Context: an optimization exercise on an open-source flow, tuned for a short achievable clock period and few clock cycles. The choices shown serve that exercise and are no tape-out recipe. The RTL was checked by simulation tests, not by an equivalence proof against the original design. Power figures rest on the tool's default switching activity, not on a simulated workload.

==> inputs of job 3351 <==
## fmrt_core
module fmrt_core (
    input             clk,
    input             rst,
    output     [31:0] imem_addr,
    input      [31:0] imem_rdata,
    output     [31:0] dmem_addr,
    input      [31:0] dmem_rdata,
    output            dmem_we,
    output     [31:0] dmem_wdata
);
clock: 10.0 ns
lec_check: 0
abc_clock_period_in_ps: 3000
cap_margin: 20
core_margin: 2
core_utilization: 40
place_density: 0.6
setup_slack_margin: 5
slew_margin: 20
standard.sh (not shown) runs the stock make flow with config.mk's settings and CLKGATE_MAP_FILE= SYNTH_SCRIPT=/design/flow/synth_recipe.tcl, a recipe that flattens the netlist after the stock synthesis.
==> flow/flow/run.sh <==
#!/bin/bash
set -euo pipefail
MARGIN=${MARGIN:-7}
sed -e "s/SETUP_SLACK_MARGIN=[0-9.]*/SETUP_SLACK_MARGIN=${MARGIN}/" standard.sh > standard_margin.sh
grep -q "SETUP_SLACK_MARGIN=${MARGIN}" standard_margin.sh
bash standard_margin.sh > flow_make.log 2>&1
==> job 481: changes against job 3351 <==
--- a/flow/design.v
+++ b/flow/design.v
@@ -6,14 +6,21 @@
     input      [31:0] imem_rdata,
     output     [31:0] dmem_addr,
     input      [31:0] dmem_rdata,
     output            dmem_we,
     output     [31:0] dmem_wdata
 );
     localparam [31:0] RESET_PC = 32'h0000E100;
+    function [2:0] cmp3(input [31:0] x, input [31:0] y);
+        begin
+            cmp3[2] = (x == y);
+            cmp3[1] = ({~x[31], x[30:0]} < {~y[31], y[30:0]});
+            cmp3[0] = (x < y);
+        end
+    endfunction
     function [31:0] ks_add(input [31:0] x, input [31:0] y, input cin);
         reg [31:0] g, p, gn, pn;
         integer i, d;
         begin
             g = x & y;
             p = x ^ y;
             g[0] = g[0] | (p[0] & cin);
@@ -29,30 +36,33 @@
         end
     endfunction
     reg  [31:0] pc_f;
     reg         fd_valid;
     reg  [31:0] fd_insn;
     reg  [31:0] fd_pc;
     reg         fd_bt;                
+    reg  [31:0] fd_ptgt;              
     reg         fd_jec;               
     reg         de_valid;
     reg  [31:0] de_a, de_b, de_sd;    
     reg  [31:0] de_c;                 
     reg  [31:0] de_alt;               
-    reg         de_a_em, de_a_mw, de_b_em, de_b_mw, de_s_em, de_s_mw;
+    reg         de_a_em, de_b_em, de_s_em;    
     reg  [4:0]  de_rd;
     reg         de_wr;
     reg         de_r_add, de_r_log, de_r_sft, de_r_slt, de_r_c;
     reg         de_sub;
     reg         de_l_and, de_l_or;    
     reg         de_s_left, de_s_arith;
     reg         de_slt_u;
     reg         de_br, de_pred;
-    reg         de_c_eq, de_c_lt, de_c_ltu, de_x, de_bok;
+    reg         de_eq1, de_eq0, de_lt1, de_lt0, de_ltu1, de_ltu0, de_rall;
     reg  [31:0] de_pc;
+    reg         de_jchk;              
+    reg  [31:0] de_jp;                
     reg  [31:0] jb;                   
     reg         jb_ok;
     reg  [2:0]  de_f3;
     reg         de_ld, de_st, de_sw;
     reg         em_valid;
     reg  [31:0] em_res;
     reg  [31:0] em_sd;
@@ -125,61 +135,68 @@
     wire        spred  = ins[31] | (f3 == 3'b001);    
     wire        pred   = fd_bt | spred;
     wire w_we = mw_valid & mw_wr;
     wire [31:0] rf1 = (rs1 == 5'd0) ? 32'd0 : rf[rs1];
     wire [31:0] rf2 = (rs2 == 5'd0) ? 32'd0 : rf[rs2];
     wire [31:0] r1  = (w_we & (mw_rd == rs1) & (rs1 != 5'd0)) ? mw_res : rf1;
     wire [31:0] r2  = (w_we & (mw_rd == rs2) & (rs2 != 5'd0)) ? mw_res : rf2;
+    wire [31:0] mw_next;              
     wire a_em = de_valid & de_wr & (de_rd == rs1) & (rs1 != 5'd0);
     wire a_mw = em_valid & em_wr & (em_rd == rs1) & (rs1 != 5'd0);
     wire b_em = de_valid & de_wr & (de_rd == rs2) & (rs2 != 5'd0);
     wire b_mw = em_valid & em_wr & (em_rd == rs2) & (rs2 != 5'd0);
+    wire [31:0] r1f = a_mw ? mw_next : r1;
+    wire [31:0] r2f = b_mw ? mw_next : r2;
     wire ld_use = fd_valid & de_valid & de_ld & de_wr & (de_rd != 5'd0) &
                   ((use1 & (de_rd == rs1)) | (use2 & (de_rd == rs2)));
     wire j_e_c = fd_jec;
     wire j_pend = (de_valid & de_wr & (de_rd == rs1) & (rs1 != 5'd0)) |
                   (em_valid & em_wr & (em_rd == rs1) & (rs1 != 5'd0)) |
                   (mw_valid & mw_wr & (mw_rd == rs1) & (rs1 != 5'd0));
     wire j_ready = j_e_c | (jb_ok & ~j_pend);
     wire [31:0] tgt_jr_c = de_c + imm_jr;
     wire [31:0] tgt_jr_b = jb + imm_jr;
     wire [31:0] tgt_jr = j_e_c ? tgt_jr_c : tgt_jr_b;
     wire stall_d = ld_use | (fd_valid & op_jalr & ~j_ready);
-    wire [31:0] ea = de_a_em ? em_res : de_a_mw ? mw_res : de_a;
-    wire [31:0] eb = de_b_em ? em_res : de_b_mw ? mw_res : de_b;
-    wire [31:0] es = de_s_em ? em_res : de_s_mw ? mw_res : de_sd;
+    wire [31:0] ea = de_a_em ? em_res : de_a;
+    wire [31:0] eb = de_b_em ? em_res : de_b;
+    wire [31:0] es = de_s_em ? em_res : de_sd;
     wire [31:0] sum    = ks_add(ea, de_sub ? ~eb : eb, de_sub);
     wire [31:0] logic_r = de_l_and ? (ea & eb) : de_l_or ? (ea | eb) : (ea ^ eb);
     wire        big    = |eb[31:5];
     wire [4:0]  sh     = eb[4:0];
     wire [31:0] sll_r  = ea << sh;
     wire signed [32:0] sr_in = {de_s_arith & ea[31], ea};
     wire signed [32:0] sr_w  = sr_in >>> sh;
     wire [31:0] sr_r   = sr_w[31:0];
     wire [31:0] sft_r  = de_s_left ? (big ? 32'd0 : sll_r)
                                    : (big ? {32{de_s_arith & ea[31]}} : sr_r);
-    wire        eq     = (ea == eb);
-    wire        ltu    = (ea < eb);
-    wire        lt     = ({~ea[31], ea[30:0]} < {~eb[31], eb[30:0]});
+    wire [2:0]  c00 = cmp3(de_a, de_b);
+    wire [2:0]  c10 = cmp3(em_res, de_b);
+    wire [2:0]  c01 = cmp3(de_a, em_res);
+    wire [2:0]  csel = de_a_em ? (de_b_em ? 3'b100 : c10) : (de_b_em ? c01 : c00);
+    wire        eq     = csel[2];
+    wire        lt     = csel[1];
+    wire        ltu    = csel[0];
     wire        slt_r  = de_slt_u ? ltu : lt;
     wire [31:0] e_res = ({32{de_r_add}} & sum) |
                         ({32{de_r_log}} & logic_r) |
                         ({32{de_r_sft}} & sft_r) |
                         ({32{de_r_slt}} & {31'b0, slt_r}) |
                         ({32{de_r_c}}   & de_c);
-    wire cond   = (de_c_eq & eq) | (de_c_lt & lt) | (de_c_ltu & ltu);
-    wire mis    = de_bok ? (cond ^ de_x) : de_pred;    
-    wire taken  = mis ^ de_pred;
+    wire mis    = (eq & de_eq1) | (~eq & de_eq0) | (lt & de_lt1) | (~lt & de_lt0) |
+                  (ltu & de_ltu1) | (~ltu & de_ltu0) | de_rall;    
     wire stall_m = wpend & em_valid & em_mem;
     wire sub_rd  = em_valid & em_sub_st & ~wpend;
     wire em_st_w = em_valid & em_mem & ~em_ld & ~em_sub_st;    
-    wire redirect_e = de_valid & de_br & ~stall_m & mis;
+    wire jmis = (de_alt != de_jp);
+    wire redirect_e = de_valid & ~stall_m & ((de_br & mis) | (de_jchk & jmis));
     wire [31:0] e_target = de_alt;
     wire redirect_dr = fd_valid & ~stall_m & ~stall_d &
-                       (fd_bt ? ~(op_jal | op_br) : (op_jal | op_jalr | (op_br & spred)));
+                       (fd_bt ? ~(op_jal | op_br | op_jalr) : (op_jal | op_jalr | (op_br & spred)));
     wire redirect_d = redirect_dr & ~redirect_e;
     wire [31:0] d_target = fd_bt ? pc4 : op_jal ? tgt_j : op_jalr ? tgt_jr : tgt_b;
     localparam NB = 8;
     reg  [NB-1:0] bv;
     reg  [31:0]   btag [0:NB-1];
     reg  [31:0]   btgt [0:NB-1];
     reg  [2:0]    bptr;
@@ -196,15 +213,15 @@
             bhv[bk]  = bv[bk] & (btag[bk] == pc_f);
             btgt_sel = btgt_sel | ({32{bhv[bk]}} & btgt[bk]);
         end
     end
     wire bhit = |bhv;
     wire e_alloc = redirect_e & ~de_pred;    
     wire e_inval = redirect_e & de_pred;     
-    wire d_alloc = redirect_d & ~fd_bt & (op_jal | op_br);
+    wire d_alloc = redirect_d & ~fd_bt & (op_jal | op_br | op_jalr);
     always @(posedge clk) begin
         if (rst)
             upd_v <= 1'b0;
         else
             upd_v <= e_alloc | e_inval | d_alloc;
         upd_inv <= e_inval;
         upd_e    <= redirect_e;
@@ -235,14 +252,15 @@
     wire [31:0] rw    = dmem_rdata;
     wire [7:0]  lbyte = off[1] ? (off[0] ? rw[31:24] : rw[23:16])
                                : (off[0] ? rw[15:8]  : rw[7:0]);
     wire [15:0] lhalf = off[1] ? rw[31:16] : rw[15:0];
     wire [31:0] ldata = (em_f3[1:0] == 2'b00) ? {{24{lbyte[7] & ~em_f3[2]}}, lbyte} :
                         (em_f3[1:0] == 2'b01) ? {{16{lhalf[15] & ~em_f3[2]}}, lhalf} :
                         rw;
+    assign mw_next = em_ld ? ldata : em_res;
     wire [31:0] merged = em_f3[0] ?
                          (off[1] ? {em_sd[15:0], rw[15:0]} : {rw[31:16], em_sd[15:0]}) :
                          (off == 2'd0 ? {rw[31:8], em_sd[7:0]} :
                           off == 2'd1 ? {rw[31:16], em_sd[7:0], rw[7:0]} :
                           off == 2'd2 ? {rw[31:24], em_sd[7:0], rw[15:0]} :
                                         {em_sd[7:0], rw[23:0]});
     wire [31:0] pc_seq = bhit ? btgt_sel : pc_f + 32'd4;
@@ -268,38 +286,36 @@
             fd_jec <= fd_valid & d_r_c & (imem_rdata[19:15] == rd) & (imem_rdata[19:15] != 5'd0);
         else if (!stall_m)
             fd_jec <= 1'b0;
         if (!stall_m && !stall_d) begin
             fd_insn <= imem_rdata;
             fd_pc   <= pc_f;
             fd_bt   <= bhit;
+            fd_ptgt <= btgt_sel;
         end
     end
     always @(posedge clk) begin
         if (rst)
             de_valid <= 1'b0;
         else if (!stall_m)
             de_valid <= fd_valid & ~redirect_e & ~stall_d;
         if (stall_m) begin
             de_a <= ea; de_b <= eb; de_sd <= es;
-            de_a_em <= 1'b0; de_a_mw <= 1'b0;
-            de_b_em <= 1'b0; de_b_mw <= 1'b0;
-            de_s_em <= 1'b0; de_s_mw <= 1'b0;
+            de_a_em <= 1'b0; de_b_em <= 1'b0; de_s_em <= 1'b0;
         end else begin
-            de_a    <= r1;
-            de_b    <= use_imm ? d_imm : r2;
-            de_sd   <= r2;
+            de_a    <= r1f;
+            de_b    <= use_imm ? d_imm : r2f;
+            de_sd   <= r2f;
             de_a_em <= a_em;
-            de_a_mw <= a_mw;
             de_b_em <= b_em & ~use_imm;
-            de_b_mw <= b_mw & ~use_imm;
             de_s_em <= b_em;
-            de_s_mw <= b_mw;
             de_c    <= op_lui ? imm_u : op_auipc ? auipc : pc4;
-            de_alt  <= pred ? pc4 : tgt_b;
+            de_alt  <= op_jalr ? tgt_jr : pred ? pc4 : tgt_b;
+            de_jchk <= op_jalr & fd_bt;
+            de_jp   <= fd_ptgt;
             de_rd   <= rd;
             de_wr   <= d_wr;
             de_r_add <= d_r_add;
             de_r_log <= d_r_log;
             de_r_sft <= d_r_sft;
             de_r_slt <= d_r_slt;
             de_r_c   <= d_r_c;
@@ -307,19 +323,21 @@
             de_l_and <= (f3[1:0] == 2'b11);
             de_l_or  <= (f3[1:0] == 2'b10);
             de_s_left  <= ~f3[2];
             de_s_arith <= ins[30];
             de_slt_u   <= f3[0];
             de_br    <= op_br;
             de_pred  <= pred;
-            de_c_eq  <= (f3[2:1] == 2'b00);
-            de_c_lt  <= (f3[2:1] == 2'b10);
-            de_c_ltu <= (f3[2:1] == 2'b11);
-            de_x     <= f3[0] ^ pred;
-            de_bok   <= f3[2] | ~f3[1];
+            de_eq1   <= op_br & (f3[2:1] == 2'b00) & ~(f3[0] ^ pred);
+            de_eq0   <= op_br & (f3[2:1] == 2'b00) &  (f3[0] ^ pred);
+            de_lt1   <= op_br & (f3[2:1] == 2'b10) & ~(f3[0] ^ pred);
+            de_lt0   <= op_br & (f3[2:1] == 2'b10) &  (f3[0] ^ pred);
+            de_ltu1  <= op_br & (f3[2:1] == 2'b11) & ~(f3[0] ^ pred);
+            de_ltu0  <= op_br & (f3[2:1] == 2'b11) &  (f3[0] ^ pred);
+            de_rall  <= op_br & (f3[2:1] == 2'b01) & pred;
             de_pc    <= fd_pc;
             de_f3    <= f3;
             de_ld    <= op_ld & ld_ok;
             de_st    <= op_st & st_ok;
             de_sw    <= op_st & (f3 == 3'b010);
         end
     end
@@ -350,31 +368,31 @@
         if (rst) begin
             m_we  <= 1'b0;
             wpend <= 1'b0;
         end else begin
             wpend <= sub_rd;
             m_we  <= sub_rd | (stall_m ? em_st_w : (de_valid & de_sw));
         end
-        if (sub_rd) begin
-            ma_q <= ma_q;
-            wd_q <= merged;
-        end else if (stall_m) begin
+        if (sub_rd | stall_m)
             ma_q <= em_res;
+        else
+            ma_q <= sum;              
+        if (sub_rd)
+            wd_q <= merged;
+        else if (stall_m)
             wd_q <= em_sd;
-        end else begin
-            ma_q <= e_res;
+        else
             wd_q <= es;
-        end
     end
     always @(posedge clk) begin
         if (rst)
             mw_valid <= 1'b0;
         else
             mw_valid <= em_valid & ~stall_m;
-        mw_res <= em_ld ? ldata : em_res;
+        mw_res <= mw_next;
         mw_rd  <= em_rd;
         mw_wr  <= em_wr;
     end
     always @(posedge clk) begin
         if (w_we && mw_rd != 5'd0)
             rf[mw_rd] <= mw_res;
     end
CORE_UTILIZATION = 55   (was 40)
PLACE_DENSITY = 0.7   (was 0.6)
==> results.txt <==
Job 481 finished with timing, DRC and antenna clean. Job 3351 finished with timing, DRC and antenna clean. Between job 481 and job 3351, the lower utilization is in job 3351 (gap 21 points). Between job 481 and job 3351, the lower worst hold slack is in job 481 (gap 2.3 ps). Against job 3351, the design area of job 481 is higher by about 6%. Between job 3351 and job 481, the lower non-clock buffer count is in job 3351 (gap 260). Of job 3351 and job 481, job 3351 has the higher sequential share of layout area (gap 1.2 points). Between job 3351 and job 481, the lower die area is in job 481 (gap 32%, measured against job 481). Clock power is about the same in job 3351 and job 481. In critical path depth, job 3351 and job 481 do not differ. Sequential power: job 481 is higher than job 3351 (about 4%). Of job 3351 and job 481, job 481 has the higher register-to-register slack (gap 710 ps).
==> figures <==
item	job 481	job 3351
Status	finished clean	finished clean
Share of the synthesized area in compound gates (AO/OA/AOI/OAI)	9.910%	8.908%
Number of inserted filler cells in the final layout	13180	23110
Netlist Area Pre-Place	114400 sq um	110200 sq um
Footprint of the multi-input gates	55390 sq um	51970 sq um
Master of the slowest instance on the critical path	dfxtp_4	a2111o_2
Total placed instance area	120400 sq um	117000 sq um
Total of cells resized after clock tree synthesis	1949	1608
Source of the worst register-to-register timing path	de_a_em	de_b_mw
Slowest stage delay, CP	390 ps	590 ps
Least-Margin Pin Slew	1224 ps	1329 ps
Data required time at the worst endpoint	10650 ps	10700 ps
Share of power burned in combinational logic	19.2%	17.4%
Cells after Synth	8759	8284
Count of sequential standard cells	2262	2196
Post-synth EDFFs	1805	1737
Leakage component of the power	54.33 nW	48.53 nW
Average instance area after synthesis	13.06 sq um	13.30 sq um
Internal power	17.26 mW	16.75 mW
Xor and xnor fraction of the mapped netlist area	5.910%	5.944%
Number of clock buffers in the layout	293	302
Placed Cells incl. Taps	11310	11740
Testbench counts of job 3351, summed over its fixed seeds: cycles 44,528.
Testbench counts of job 481, summed over its fixed seeds: cycles 44,139.

========
==> run a <==
==> flow/design.v <==
`timescale 1ns/1ps
module fmrt_core (
    input             clk,
    input             rst,
    output     [31:0] imem_addr,
    input      [31:0] imem_rdata,
    output     [31:0] dmem_addr,
    input      [31:0] dmem_rdata,
    output            dmem_we,
    output     [31:0] dmem_wdata
);
    localparam [31:0] RESET_PC = 32'h0000E100;
    reg  [31:0] pc_f;
    reg         fd_valid;
    reg  [31:0] fd_insn;
    reg  [31:0] fd_pc;
    reg         fd_bt;                
    reg         de_valid;
    reg  [31:0] de_a, de_b, de_sd;    
    reg  [31:0] de_c;                 
    reg  [31:0] de_alt;               
    reg         de_a_em, de_a_mw, de_b_em, de_b_mw, de_s_em, de_s_mw;
    reg  [4:0]  de_rd;
    reg         de_wr;
    reg         de_r_add, de_r_log, de_r_sft, de_r_slt, de_r_c;
    reg         de_sub;
    reg         de_l_and, de_l_or;    
    reg         de_s_left, de_s_arith;
    reg         de_slt_u;
    reg         de_br, de_pred;
    reg  [31:0] de_pc;
    reg  [31:0] jb;                   
    reg         jb_ok;
    reg  [2:0]  de_f3;
    reg         de_ld, de_st, de_sw;
    reg         em_valid;
    reg  [31:0] em_res;
    reg  [31:0] em_sd;
    reg  [4:0]  em_rd;
    reg         em_wr;
    reg         em_ld;
    reg         em_sub_st;            
    reg  [2:0]  em_f3;
    reg         em_mem;               
    reg         m_we;                 
    reg  [31:0] ma_q, wd_q;
    reg         wpend;                
    reg         mw_valid;
    reg  [31:0] mw_res;
    reg  [4:0]  mw_rd;
    reg         mw_wr;
    reg  [31:0] rf [1:31];
    assign imem_addr  = pc_f;
    assign dmem_addr  = ma_q;
    assign dmem_wdata = wd_q;
    assign dmem_we    = m_we;
    wire [31:0] ins   = fd_insn;
    wire [6:0]  opc   = ins[6:0];
    wire [2:0]  f3    = ins[14:12];
    wire [6:0]  f7    = ins[31:25];
    wire [4:0]  rs1   = ins[19:15];
    wire [4:0]  rs2   = ins[24:20];
    wire [4:0]  rd    = ins[11:7];
    wire op_lui   = (opc == 7'b0110111);
    wire op_auipc = (opc == 7'b0010111);
    wire op_jal   = (opc == 7'b1101111);
    wire op_jalr  = (opc == 7'b1100111);
    wire op_br    = (opc == 7'b1100011);
    wire op_ld    = (opc == 7'b0000011);
    wire op_st    = (opc == 7'b0100011);
    wire op_imm   = (opc == 7'b0010011);
    wire op_reg   = (opc == 7'b0110011);
    wire [31:0] imm_i = {{20{ins[31]}}, ins[31:20]};
    wire [31:0] imm_s = {{20{ins[31]}}, ins[31:25], ins[11:7]};
    wire [31:0] imm_b = {{20{ins[31]}}, ins[7], ins[30:25], ins[11:8], 1'b0};
    wire [31:0] imm_u = {ins[31:12], 12'b0};
    wire [31:0] imm_j = {{12{ins[31]}}, ins[19:12], ins[20], ins[30:21], 1'b0};
    wire [31:0] imm_jr = {{20{ins[31]}}, ins[31:21], 1'b0};
    wire [31:0] imm_sh = {27'b0, ins[24:20]};
    wire f7_zero = (f7 == 7'b0000000);
    wire f7_alt  = (f7 == 7'b0100000);
    wire ld_ok = (f3 == 3'b000) | (f3 == 3'b001) | (f3 == 3'b010) |
                 (f3 == 3'b100) | (f3 == 3'b101);
    wire st_ok = (f3 == 3'b000) | (f3 == 3'b001) | (f3 == 3'b010);
    wire d_wr = op_lui | op_auipc | op_jal | op_jalr |
                (op_ld & ld_ok) |
                (op_imm & ((f3 != 3'b101) | f7_zero | f7_alt)) |
                (op_reg & (((f3 != 3'b000) & (f3 != 3'b101)) | f7_zero | f7_alt));
    wire use1 = op_jalr | op_br | op_ld | op_st | op_imm | op_reg;
    wire use2 = op_br | op_st | op_reg;
    wire d_r_c   = op_lui | op_auipc | op_jal | op_jalr;
    wire d_r_slt = (op_imm | op_reg) & (f3[2:1] == 2'b01);
    wire d_r_sft = (op_imm | op_reg) & (f3[1:0] == 2'b01);
    wire d_r_log = (op_imm | op_reg) & f3[2] & (f3[1:0] != 2'b01);
    wire d_r_add = op_ld | op_st | ((op_imm | op_reg) & (f3 == 3'b000));
    wire d_sub   = op_reg & (f3 == 3'b000) & f7_alt;
    wire        use_imm = op_imm | op_ld | op_st | op_jalr;
    wire [31:0] d_imm   = op_st   ? imm_s  :
                          op_jalr ? imm_jr :
                          (op_imm & (f3 == 3'b101)) ? imm_sh : imm_i;
    wire [31:0] pc4    = fd_pc + 32'd4;
    wire [31:0] tgt_b  = fd_pc + imm_b;
    wire [31:0] tgt_j  = fd_pc + imm_j;
    wire [31:0] auipc  = fd_pc + imm_u;
    wire        spred  = ins[31] | (f3 == 3'b001);    
    wire        pred   = fd_bt | spred;
    wire w_we = mw_valid & mw_wr & ~rst;
    wire [31:0] rf1 = (rs1 == 5'd0) ? 32'd0 : rf[rs1];
    wire [31:0] rf2 = (rs2 == 5'd0) ? 32'd0 : rf[rs2];
    wire [31:0] r1  = (w_we & (mw_rd == rs1) & (rs1 != 5'd0)) ? mw_res : rf1;
    wire [31:0] r2  = (w_we & (mw_rd == rs2) & (rs2 != 5'd0)) ? mw_res : rf2;
    wire a_em = de_valid & de_wr & (de_rd == rs1) & (rs1 != 5'd0);
    wire a_mw = em_valid & em_wr & (em_rd == rs1) & (rs1 != 5'd0);
    wire b_em = de_valid & de_wr & (de_rd == rs2) & (rs2 != 5'd0);
    wire b_mw = em_valid & em_wr & (em_rd == rs2) & (rs2 != 5'd0);
    wire ld_use = fd_valid & de_valid & de_ld & de_wr & (de_rd != 5'd0) &
                  ((use1 & (de_rd == rs1)) | (use2 & (de_rd == rs2)));
    wire j_e_c = de_valid & de_wr & de_r_c & (de_rd == rs1) & (rs1 != 5'd0);
    wire j_pend = (de_valid & de_wr & (de_rd == rs1) & (rs1 != 5'd0)) |
                  (em_valid & em_wr & (em_rd == rs1) & (rs1 != 5'd0)) |
                  (mw_valid & mw_wr & (mw_rd == rs1) & (rs1 != 5'd0));
    wire j_ready = j_e_c | (jb_ok & ~j_pend);
    wire [31:0] j_base = j_e_c ? de_c : jb;
    wire [31:0] tgt_jr = j_base + imm_jr;
    wire stall_d = ld_use | (fd_valid & op_jalr & ~j_ready);
    wire [31:0] ea = de_a_em ? em_res : de_a_mw ? mw_res : de_a;
    wire [31:0] eb = de_b_em ? em_res : de_b_mw ? mw_res : de_b;
    wire [31:0] es = de_s_em ? em_res : de_s_mw ? mw_res : de_sd;
    wire [31:0] sum    = ea + (de_sub ? ~eb : eb) + {31'b0, de_sub};
    wire [31:0] logic_r = de_l_and ? (ea & eb) : de_l_or ? (ea | eb) : (ea ^ eb);
    wire        big    = |eb[31:5];
    wire [4:0]  sh     = eb[4:0];
    wire [31:0] sll_r  = ea << sh;
    wire signed [32:0] sr_in = {de_s_arith & ea[31], ea};
    wire signed [32:0] sr_w  = sr_in >>> sh;
    wire [31:0] sr_r   = sr_w[31:0];
    wire [31:0] sft_r  = de_s_left ? (big ? 32'd0 : sll_r)
                                   : (big ? {32{de_s_arith & ea[31]}} : sr_r);
    wire        eq     = (ea == eb);
    wire        ltu    = (ea < eb);
    wire        lt     = (ea[31] != eb[31]) ? ea[31] : ltu;
    wire        slt_r  = de_slt_u ? ltu : lt;
    wire [31:0] e_res = ({32{de_r_add}} & sum) |
                        ({32{de_r_log}} & logic_r) |
                        ({32{de_r_sft}} & sft_r) |
                        ({32{de_r_slt}} & {31'b0, slt_r}) |
                        ({32{de_r_c}}   & de_c);
    wire cond   = de_f3[2] ? (de_f3[1] ? ltu : lt) : eq;
    wire taken  = (cond ^ de_f3[0]) & (de_f3[2] | ~de_f3[1]);
    wire stall_m = wpend & em_valid & em_mem;
    wire sub_rd  = em_valid & em_sub_st & ~wpend;
    wire em_st_w = em_valid & em_mem & ~em_ld & ~em_sub_st;    
    wire redirect_e = de_valid & ~stall_m & de_br & (taken ^ de_pred);
    wire [31:0] e_target = de_alt;
    wire redirect_d = fd_valid & ~stall_m & ~redirect_e & ~stall_d &
                      (fd_bt ? ~(op_jal | op_br) : (op_jal | op_jalr | (op_br & spred)));
    wire [31:0] d_target = fd_bt ? pc4 : op_jal ? tgt_j : op_jalr ? tgt_jr : tgt_b;
    localparam NB = 8;
    reg  [NB-1:0] bv;
    reg  [31:0]   btag [0:NB-1];
    reg  [31:0]   btgt [0:NB-1];
    reg  [2:0]    bptr;
    reg           upd_v, upd_inv;
    reg  [31:0]   upd_pc, upd_tgt;
    reg  [NB-1:0] bhv;
    reg  [31:0]   btgt_sel;
    integer       bk;
    always @(*) begin
        btgt_sel = 32'd0;
        for (bk = 0; bk < NB; bk = bk + 1) begin
            bhv[bk]  = bv[bk] & (btag[bk] == pc_f);
            btgt_sel = btgt_sel | ({32{bhv[bk]}} & btgt[bk]);
        end
    end
    wire bhit = |bhv;
    wire e_alloc = redirect_e & taken;       
    wire e_inval = redirect_e & ~taken;      
    wire d_alloc = redirect_d & ~fd_bt & (op_jal | op_br);
    always @(posedge clk) begin
        if (rst)
            upd_v <= 1'b0;
        else
            upd_v <= e_alloc | e_inval | d_alloc;
        upd_inv <= e_inval;
        upd_pc  <= redirect_e ? de_pc : fd_pc;
        upd_tgt <= redirect_e ? de_alt : d_target;
    end
    always @(posedge clk) begin
        if (rst) begin
            bv   <= {NB{1'b0}};
            bptr <= 3'd0;
        end else if (upd_v) begin
            if (upd_inv) begin
                for (bk = 0; bk < NB; bk = bk + 1)
                    if (btag[bk] == upd_pc) bv[bk] <= 1'b0;
            end else begin
                bv[bptr]   <= 1'b1;
                bptr       <= bptr + 3'd1;
            end
        end
        if (upd_v && !upd_inv) begin
            btag[bptr] <= upd_pc;
            btgt[bptr] <= upd_tgt;
        end
    end
    wire [1:0]  off   = em_res[1:0];
    wire [31:0] rw    = dmem_rdata;
    wire [7:0]  lbyte = off[1] ? (off[0] ? rw[31:24] : rw[23:16])
                               : (off[0] ? rw[15:8]  : rw[7:0]);
    wire [15:0] lhalf = off[1] ? rw[31:16] : rw[15:0];
    wire [31:0] ldata = (em_f3[1:0] == 2'b00) ? {{24{lbyte[7] & ~em_f3[2]}}, lbyte} :
                        (em_f3[1:0] == 2'b01) ? {{16{lhalf[15] & ~em_f3[2]}}, lhalf} :
                        rw;
    wire [31:0] merged = em_f3[0] ?
                         (off[1] ? {em_sd[15:0], rw[15:0]} : {rw[31:16], em_sd[15:0]}) :
                         (off == 2'd0 ? {rw[31:8], em_sd[7:0]} :
                          off == 2'd1 ? {rw[31:16], em_sd[7:0], rw[7:0]} :
                          off == 2'd2 ? {rw[31:24], em_sd[7:0], rw[15:0]} :
                                        {em_sd[7:0], rw[23:0]});
    always @(posedge clk) begin
        if (rst)
            pc_f <= RESET_PC;
        else if (stall_m)
            pc_f <= pc_f;
        else if (redirect_e)
            pc_f <= e_target;
        else if (stall_d)
            pc_f <= pc_f;
        else if (redirect_d)
            pc_f <= d_target;
        else
            pc_f <= bhit ? btgt_sel : pc_f + 32'd4;
    end
    always @(posedge clk) begin
        if (rst)
            fd_valid <= 1'b0;
        else if (!stall_m) begin
            if (redirect_e | redirect_d)
                fd_valid <= 1'b0;
            else if (!stall_d)
                fd_valid <= 1'b1;
        end
        if (!stall_m && !stall_d) begin
            fd_insn <= imem_rdata;
            fd_pc   <= pc_f;
            fd_bt   <= bhit;
        end
    end
    always @(posedge clk) begin
        if (rst)
            de_valid <= 1'b0;
        else if (!stall_m)
            de_valid <= fd_valid & ~redirect_e & ~stall_d;
        if (stall_m) begin
            de_a <= ea; de_b <= eb; de_sd <= es;
            de_a_em <= 1'b0; de_a_mw <= 1'b0;
            de_b_em <= 1'b0; de_b_mw <= 1'b0;
            de_s_em <= 1'b0; de_s_mw <= 1'b0;
        end else begin
            de_a    <= r1;
            de_b    <= use_imm ? d_imm : r2;
            de_sd   <= r2;
            de_a_em <= a_em;
            de_a_mw <= a_mw;
            de_b_em <= b_em & ~use_imm;
            de_b_mw <= b_mw & ~use_imm;
            de_s_em <= b_em;
            de_s_mw <= b_mw;
            de_c    <= op_lui ? imm_u : op_auipc ? auipc : pc4;
            de_alt  <= pred ? pc4 : tgt_b;
            de_rd   <= rd;
            de_wr   <= d_wr;
            de_r_add <= d_r_add;
            de_r_log <= d_r_log;
            de_r_sft <= d_r_sft;
            de_r_slt <= d_r_slt;
            de_r_c   <= d_r_c;
            de_sub   <= d_sub;
            de_l_and <= (f3[1:0] == 2'b11);
            de_l_or  <= (f3[1:0] == 2'b10);
            de_s_left  <= ~f3[2];
            de_s_arith <= ins[30];
            de_slt_u   <= f3[0];
            de_br    <= op_br;
            de_pred  <= pred;
            de_pc    <= fd_pc;
            de_f3    <= f3;
            de_ld    <= op_ld & ld_ok;
            de_st    <= op_st & st_ok;
            de_sw    <= op_st & (f3 == 3'b010);
        end
    end
    always @(posedge clk) begin
        if (rst)
            jb_ok <= 1'b0;
        else
            jb_ok <= fd_valid & op_jalr & ~j_pend & ~redirect_e & (stall_m | stall_d);
        jb <= rf1;
    end
    always @(posedge clk) begin
        if (rst)
            em_valid <= 1'b0;
        else if (!stall_m)
            em_valid <= de_valid;
        if (!stall_m) begin
            em_res    <= e_res;
            em_sd     <= es;
            em_rd     <= de_rd;
            em_wr     <= de_wr;
            em_ld     <= de_ld;
            em_mem    <= de_ld | de_st;
            em_sub_st <= de_st & ~de_sw;
            em_f3     <= de_f3;
        end
    end
    always @(posedge clk) begin
        if (rst) begin
            m_we  <= 1'b0;
            wpend <= 1'b0;
        end else begin
            wpend <= sub_rd;
            m_we  <= sub_rd | (stall_m ? em_st_w : (de_valid & de_sw));
        end
        if (sub_rd) begin
            ma_q <= ma_q;
            wd_q <= merged;
        end else if (stall_m) begin
            ma_q <= em_res;
            wd_q <= em_sd;
        end else begin
            ma_q <= e_res;
            wd_q <= es;
        end
    end
    always @(posedge clk) begin
        if (rst)
            mw_valid <= 1'b0;
        else
            mw_valid <= em_valid & ~stall_m;
        mw_res <= em_ld ? ldata : em_res;
        mw_rd  <= em_rd;
        mw_wr  <= em_wr;
    end
    always @(posedge clk) begin
        if (w_we && mw_rd != 5'd0)
            rf[mw_rd] <= mw_res;
    end
endmodule
==> flow/run.sh <==
#!/bin/bash
# synth_recipe.tcl (not shown) runs the flow's synth.tcl, then flattens the netlist and writes it again
# the make line also repeats each setting of config.mk as NAME=value (left out here)
make -C /OpenROAD-flow-scripts/flow DESIGN_CONFIG=/design/flow/config.mk WORK_HOME=/design/flow/orfs CLKGATE_MAP_FILE= SYNTH_SCRIPT=/design/flow/synth_recipe.tcl finish
==> flow/config.mk <==
export PLATFORM = sky130hd
export DESIGN_NAME = fmrt_core
export DESIGN_NICKNAME = fmrt_core
export VERILOG_FILES = /design/flow/design.v
export SDC_FILE = /design/flow/constraint.sdc
export NUM_CORES = 4
export LEC_CHECK = 0
export ABC_CLOCK_PERIOD_IN_PS = 3000
export CAP_MARGIN = 20
export CORE_MARGIN = 2
export CORE_UTILIZATION = 40
export PLACE_DENSITY = 0.6
export SETUP_SLACK_MARGIN = 5
export SLEW_MARGIN = 20
==> flow/constraint.sdc <==
create_clock -name core_clock -period 10.0 [get_ports {clk}]
set_input_delay 2.0000 -clock core_clock [delete_from_list [all_inputs] [get_ports {clk}]]
set_output_delay 2.0000 -clock core_clock [all_outputs]
set_load 0.01 [all_outputs]
==> run b (differences from run a) <==
==> flow/design.v, changed modules only <==
module fmrt_core (
    input             clk,
    input             rst,
    output     [31:0] imem_addr,
    input      [31:0] imem_rdata,
    output     [31:0] dmem_addr,
    input      [31:0] dmem_rdata,
    output            dmem_we,
    output     [31:0] dmem_wdata
);
    localparam [31:0] RESET_PC = 32'h0000E100;
    reg  [31:0] pc_f;
    reg         fd_valid;
    reg  [31:0] fd_insn;
    reg  [31:0] fd_pc;
    reg         de_valid;
    reg  [31:0] de_a, de_b, de_sd;    
    reg  [31:0] de_c;                 
    reg  [31:0] de_alt;               
    reg         de_a_em, de_a_mw, de_b_em, de_b_mw, de_s_em, de_s_mw;
    reg  [4:0]  de_rd;
    reg         de_wr;
    reg         de_r_add, de_r_log, de_r_sft, de_r_slt, de_r_c;
    reg         de_sub;
    reg         de_l_and, de_l_or;    
    reg         de_s_left, de_s_arith;
    reg         de_slt_u;
    reg         de_br, de_pred, de_jalr;
    reg  [2:0]  de_f3;
    reg         de_ld, de_st, de_sw;
    reg         em_valid;
    reg  [31:0] em_res;
    reg  [31:0] em_sd;
    reg  [4:0]  em_rd;
    reg         em_wr;
    reg         em_ld;
    reg         em_sub_st;            
    reg  [2:0]  em_f3;
    reg         em_phase;             
    reg         m_we;
    reg         mw_valid;
    reg  [31:0] mw_res;
    reg  [4:0]  mw_rd;
    reg         mw_wr;
    reg  [31:0] rf [1:31];
    assign imem_addr  = pc_f;
    assign dmem_addr  = em_res;
    assign dmem_wdata = em_sd;
    assign dmem_we    = m_we;
    wire [31:0] ins   = fd_insn;
    wire [6:0]  opc   = ins[6:0];
    wire [2:0]  f3    = ins[14:12];
    wire [6:0]  f7    = ins[31:25];
    wire [4:0]  rs1   = ins[19:15];
    wire [4:0]  rs2   = ins[24:20];
    wire [4:0]  rd    = ins[11:7];
    wire op_lui   = (opc == 7'b0110111);
    wire op_auipc = (opc == 7'b0010111);
    wire op_jal   = (opc == 7'b1101111);
    wire op_jalr  = (opc == 7'b1100111);
    wire op_br    = (opc == 7'b1100011);
    wire op_ld    = (opc == 7'b0000011);
    wire op_st    = (opc == 7'b0100011);
    wire op_imm   = (opc == 7'b0010011);
    wire op_reg   = (opc == 7'b0110011);
    wire [31:0] imm_i = {{20{ins[31]}}, ins[31:20]};
    wire [31:0] imm_s = {{20{ins[31]}}, ins[31:25], ins[11:7]};
    wire [31:0] imm_b = {{20{ins[31]}}, ins[7], ins[30:25], ins[11:8], 1'b0};
    wire [31:0] imm_u = {ins[31:12], 12'b0};
    wire [31:0] imm_j = {{12{ins[31]}}, ins[19:12], ins[20], ins[30:21], 1'b0};
    wire [31:0] imm_jr = {{20{ins[31]}}, ins[31:21], 1'b0};
    wire [31:0] imm_sh = {27'b0, ins[24:20]};
    wire f7_zero = (f7 == 7'b0000000);
    wire f7_alt  = (f7 == 7'b0100000);
    wire ld_ok = (f3 == 3'b000) | (f3 == 3'b001) | (f3 == 3'b010) |
                 (f3 == 3'b100) | (f3 == 3'b101);
    wire st_ok = (f3 == 3'b000) | (f3 == 3'b001) | (f3 == 3'b010);
    wire d_wr = op_lui | op_auipc | op_jal | op_jalr |
                (op_ld & ld_ok) |
                (op_imm & ((f3 != 3'b101) | f7_zero | f7_alt)) |
                (op_reg & (((f3 != 3'b000) & (f3 != 3'b101)) | f7_zero | f7_alt));
    wire use1 = op_jalr | op_br | op_ld | op_st | op_imm | op_reg;
    wire use2 = op_br | op_st | op_reg;
    wire d_r_c   = op_lui | op_auipc | op_jal | op_jalr;
    wire d_r_slt = (op_imm | op_reg) & (f3[2:1] == 2'b01);
    wire d_r_sft = (op_imm | op_reg) & (f3[1:0] == 2'b01);
    wire d_r_log = (op_imm | op_reg) & f3[2] & (f3[1:0] != 2'b01);
    wire d_r_add = op_ld | op_st | ((op_imm | op_reg) & (f3 == 3'b000));
    wire d_sub   = op_reg & (f3 == 3'b000) & f7_alt;
    wire        use_imm = op_imm | op_ld | op_st | op_jalr;
    wire [31:0] d_imm   = op_st   ? imm_s  :
                          op_jalr ? imm_jr :
                          (op_imm & (f3 == 3'b101)) ? imm_sh : imm_i;
    wire [31:0] pc4    = fd_pc + 32'd4;
    wire [31:0] tgt_b  = fd_pc + imm_b;
    wire [31:0] tgt_j  = fd_pc + imm_j;
    wire [31:0] auipc  = fd_pc + imm_u;
    wire        pred   = ins[31] | (f3 == 3'b001);    
    wire w_we = mw_valid & mw_wr & ~rst;
    wire [31:0] rf1 = (rs1 == 5'd0) ? 32'd0 : rf[rs1];
    wire [31:0] rf2 = (rs2 == 5'd0) ? 32'd0 : rf[rs2];
    wire [31:0] r1  = (w_we & (mw_rd == rs1) & (rs1 != 5'd0)) ? mw_res : rf1;
    wire [31:0] r2  = (w_we & (mw_rd == rs2) & (rs2 != 5'd0)) ? mw_res : rf2;
    wire a_em = de_valid & de_wr & (de_rd == rs1) & (rs1 != 5'd0);
    wire a_mw = em_valid & ~em_phase & em_wr & (em_rd == rs1) & (rs1 != 5'd0);
    wire b_em = de_valid & de_wr & (de_rd == rs2) & (rs2 != 5'd0);
    wire b_mw = em_valid & ~em_phase & em_wr & (em_rd == rs2) & (rs2 != 5'd0);
    wire stall_d = fd_valid & de_valid & de_ld & de_wr & (de_rd != 5'd0) &
                   ((use1 & (de_rd == rs1)) | (use2 & (de_rd == rs2)));
    wire [31:0] ea = de_a_em ? em_res : de_a_mw ? mw_res : de_a;
    wire [31:0] eb = de_b_em ? em_res : de_b_mw ? mw_res : de_b;
    wire [31:0] es = de_s_em ? em_res : de_s_mw ? mw_res : de_sd;
    wire [31:0] sum    = ea + (de_sub ? ~eb : eb) + {31'b0, de_sub};
    wire [31:0] logic_r = de_l_and ? (ea & eb) : de_l_or ? (ea | eb) : (ea ^ eb);
    wire        big    = |eb[31:5];
    wire [4:0]  sh     = eb[4:0];
    wire [31:0] sll_r  = ea << sh;
    wire signed [32:0] sr_in = {de_s_arith & ea[31], ea};
    wire signed [32:0] sr_w  = sr_in >>> sh;
    wire [31:0] sr_r   = sr_w[31:0];
    wire [31:0] sft_r  = de_s_left ? (big ? 32'd0 : sll_r)
                                   : (big ? {32{de_s_arith & ea[31]}} : sr_r);
    wire        eq     = (ea == eb);
    wire        ltu    = (ea < eb);
    wire        lt     = (ea[31] != eb[31]) ? ea[31] : ltu;
    wire        slt_r  = de_slt_u ? ltu : lt;
    wire [31:0] e_res = ({32{de_r_add}} & sum) |
                        ({32{de_r_log}} & logic_r) |
                        ({32{de_r_sft}} & sft_r) |
                        ({32{de_r_slt}} & {31'b0, slt_r}) |
                        ({32{de_r_c}}   & de_c);
    wire cond   = de_f3[2] ? (de_f3[1] ? ltu : lt) : eq;
    wire taken  = (cond ^ de_f3[0]) & (de_f3[2] | ~de_f3[1]);
    wire stall_m = em_valid & em_sub_st & ~em_phase;
    wire redirect_e = de_valid & ~stall_m & (de_jalr | (de_br & (taken ^ de_pred)));
    wire [31:0] e_target = de_jalr ? sum : de_alt;
    wire redirect_d = fd_valid & ~stall_m & ~redirect_e & ~stall_d &
                      (op_jal | (op_br & pred));
    wire [31:0] d_target = op_jal ? tgt_j : tgt_b;
    wire [1:0]  off   = em_res[1:0];
    wire [31:0] rw    = dmem_rdata;
    wire [7:0]  lbyte = off[1] ? (off[0] ? rw[31:24] : rw[23:16])
                               : (off[0] ? rw[15:8]  : rw[7:0]);
    wire [15:0] lhalf = off[1] ? rw[31:16] : rw[15:0];
    wire [31:0] ldata = (em_f3[1:0] == 2'b00) ? {{24{lbyte[7] & ~em_f3[2]}}, lbyte} :
                        (em_f3[1:0] == 2'b01) ? {{16{lhalf[15] & ~em_f3[2]}}, lhalf} :
                        rw;
    wire [31:0] merged = em_f3[0] ?
                         (off[1] ? {em_sd[15:0], rw[15:0]} : {rw[31:16], em_sd[15:0]}) :
                         (off == 2'd0 ? {rw[31:8], em_sd[7:0]} :
                          off == 2'd1 ? {rw[31:16], em_sd[7:0], rw[7:0]} :
                          off == 2'd2 ? {rw[31:24], em_sd[7:0], rw[15:0]} :
                                        {em_sd[7:0], rw[23:0]});
    always @(posedge clk) begin
        if (rst)
            pc_f <= RESET_PC;
        else if (stall_m)
            pc_f <= pc_f;
        else if (redirect_e)
            pc_f <= e_target;
        else if (stall_d)
            pc_f <= pc_f;
        else if (redirect_d)
            pc_f <= d_target;
        else
            pc_f <= pc_f + 32'd4;
    end
    always @(posedge clk) begin
        if (rst)
            fd_valid <= 1'b0;
        else if (!stall_m) begin
            if (redirect_e | redirect_d)
                fd_valid <= 1'b0;
            else if (!stall_d)
                fd_valid <= 1'b1;
        end
        if (!stall_m && !stall_d) begin
            fd_insn <= imem_rdata;
            fd_pc   <= pc_f;
        end
    end
    always @(posedge clk) begin
        if (rst)
            de_valid <= 1'b0;
        else if (!stall_m)
            de_valid <= fd_valid & ~redirect_e & ~stall_d;
        if (stall_m) begin
            de_a <= ea; de_b <= eb; de_sd <= es;
            de_a_em <= 1'b0; de_a_mw <= 1'b0;
            de_b_em <= 1'b0; de_b_mw <= 1'b0;
            de_s_em <= 1'b0; de_s_mw <= 1'b0;
        end else begin
            de_a    <= r1;
            de_b    <= use_imm ? d_imm : r2;
            de_sd   <= r2;
            de_a_em <= a_em;
            de_a_mw <= a_mw;
            de_b_em <= b_em & ~use_imm;
            de_b_mw <= b_mw & ~use_imm;
            de_s_em <= b_em;
            de_s_mw <= b_mw;
            de_c    <= op_lui ? imm_u : op_auipc ? auipc : pc4;
            de_alt  <= pred ? pc4 : tgt_b;
            de_rd   <= rd;
            de_wr   <= d_wr;
            de_r_add <= d_r_add;
            de_r_log <= d_r_log;
            de_r_sft <= d_r_sft;
            de_r_slt <= d_r_slt;
            de_r_c   <= d_r_c;
            de_sub   <= d_sub;
            de_l_and <= (f3[1:0] == 2'b11);
            de_l_or  <= (f3[1:0] == 2'b10);
            de_s_left  <= ~f3[2];
            de_s_arith <= ins[30];
            de_slt_u   <= f3[0];
            de_br    <= op_br;
            de_pred  <= pred;
            de_jalr  <= op_jalr;
            de_f3    <= f3;
            de_ld    <= op_ld & ld_ok;
            de_st    <= op_st & st_ok;
            de_sw    <= op_st & (f3 == 3'b010);
        end
    end
    always @(posedge clk) begin
        if (rst) begin
            em_valid <= 1'b0;
            em_phase <= 1'b0;
            m_we     <= 1'b0;
        end else begin
            em_phase <= stall_m;
            if (stall_m) begin
                m_we <= 1'b1;
            end else begin
                em_valid <= de_valid;
                m_we     <= de_valid & de_sw;
            end
        end
        if (stall_m) begin
            em_sd <= merged;
        end else begin
            em_res    <= e_res;
            em_sd     <= es;
            em_rd     <= de_rd;
            em_wr     <= de_wr;
            em_ld     <= de_ld;
            em_sub_st <= de_st & ~de_sw;
            em_f3     <= de_f3;
        end
    end
    always @(posedge clk) begin
        if (rst)
            mw_valid <= 1'b0;
        else
            mw_valid <= em_valid & ~stall_m & ~em_phase;
        mw_res <= em_ld ? ldata : em_res;
        mw_rd  <= em_rd;
        mw_wr  <= em_wr;
    end
    always @(posedge clk) begin
        if (w_we && mw_rd != 5'd0)
            rf[mw_rd] <= mw_res;
    end
endmodule
==> results.txt <==
P per Cell Area: run a 174 nW/um^2; run b 170 nW/um^2
Power dissipated in combinational cells: run a 0.00285 W; run b 0.00260 W
Achievable Freq: run a 201 MHz; run b 202 MHz
Non-clock inverter total of the final layout: run a 149; run b 137
Routed via count: run a 76700; run b 55700
Multi-input logic area: run a 46600 sq um; run b 35300 sq um
Status: run a complete, no violations; run b complete, no violations
Routed length on met1: run a 160000 um; run b 117000 um
Tot Pwr: run a 0.0214 W; run b 0.0149 W
Top cell type's share of synthesized area: run a 48.0%; run b 46.7%
Leakage power: run a 43.8 nW; run b 30.4 nW
Cell Count, Final, Fillers Out: run a 12200; run b 8615
Int Power: run a 0.0157 W; run b 0.0106 W
Testbench counts of run a, summed over its fixed seeds: cycles 44,528.
Testbench counts of run b, summed over its fixed seeds: cycles 49,947.

## separate check: timing with driven ports
How much do the figures lean on ideal ports? The routed layouts below were timed once more, with nothing changed but the port constraints. Step 1 assumes that a clkbuf_16 drives the clock port and a buf_2 every other input. Step 2, shift: input delay + t, output delay - t, t = (earliest + latest rising clock arrival at the registers) / 2. This alone moves slack from input paths to output paths. Three values: ideal, step 1, step 2; two values: the first two.
| run | t (ns) | slack for setup (ns) | hold slack, ns |
|---|---|---|---|
| job 3351 | 0.986 | 5.298 / 5.298 / 5.298 | 0.340 / 0.340 / 0.340 |
| job 481 | 1.029 | 6.008 / 6.008 / 5.799 | 0.338 / 0.338 / 0.338 |
| run a | 0.980 | 5.016 / 5.016 / 4.243 | 0.353 / 0.353 / 0.353 |
| run b | 0.901 | 5.041 / 5.096 / 4.218 | 0.394 / 0.394 / 0.394 |
After both steps every run listed still meets setup and hold. The setup slack of run b, which loses most, moves by +0.055 ns with the drivers and by -0.823 ns with both steps.
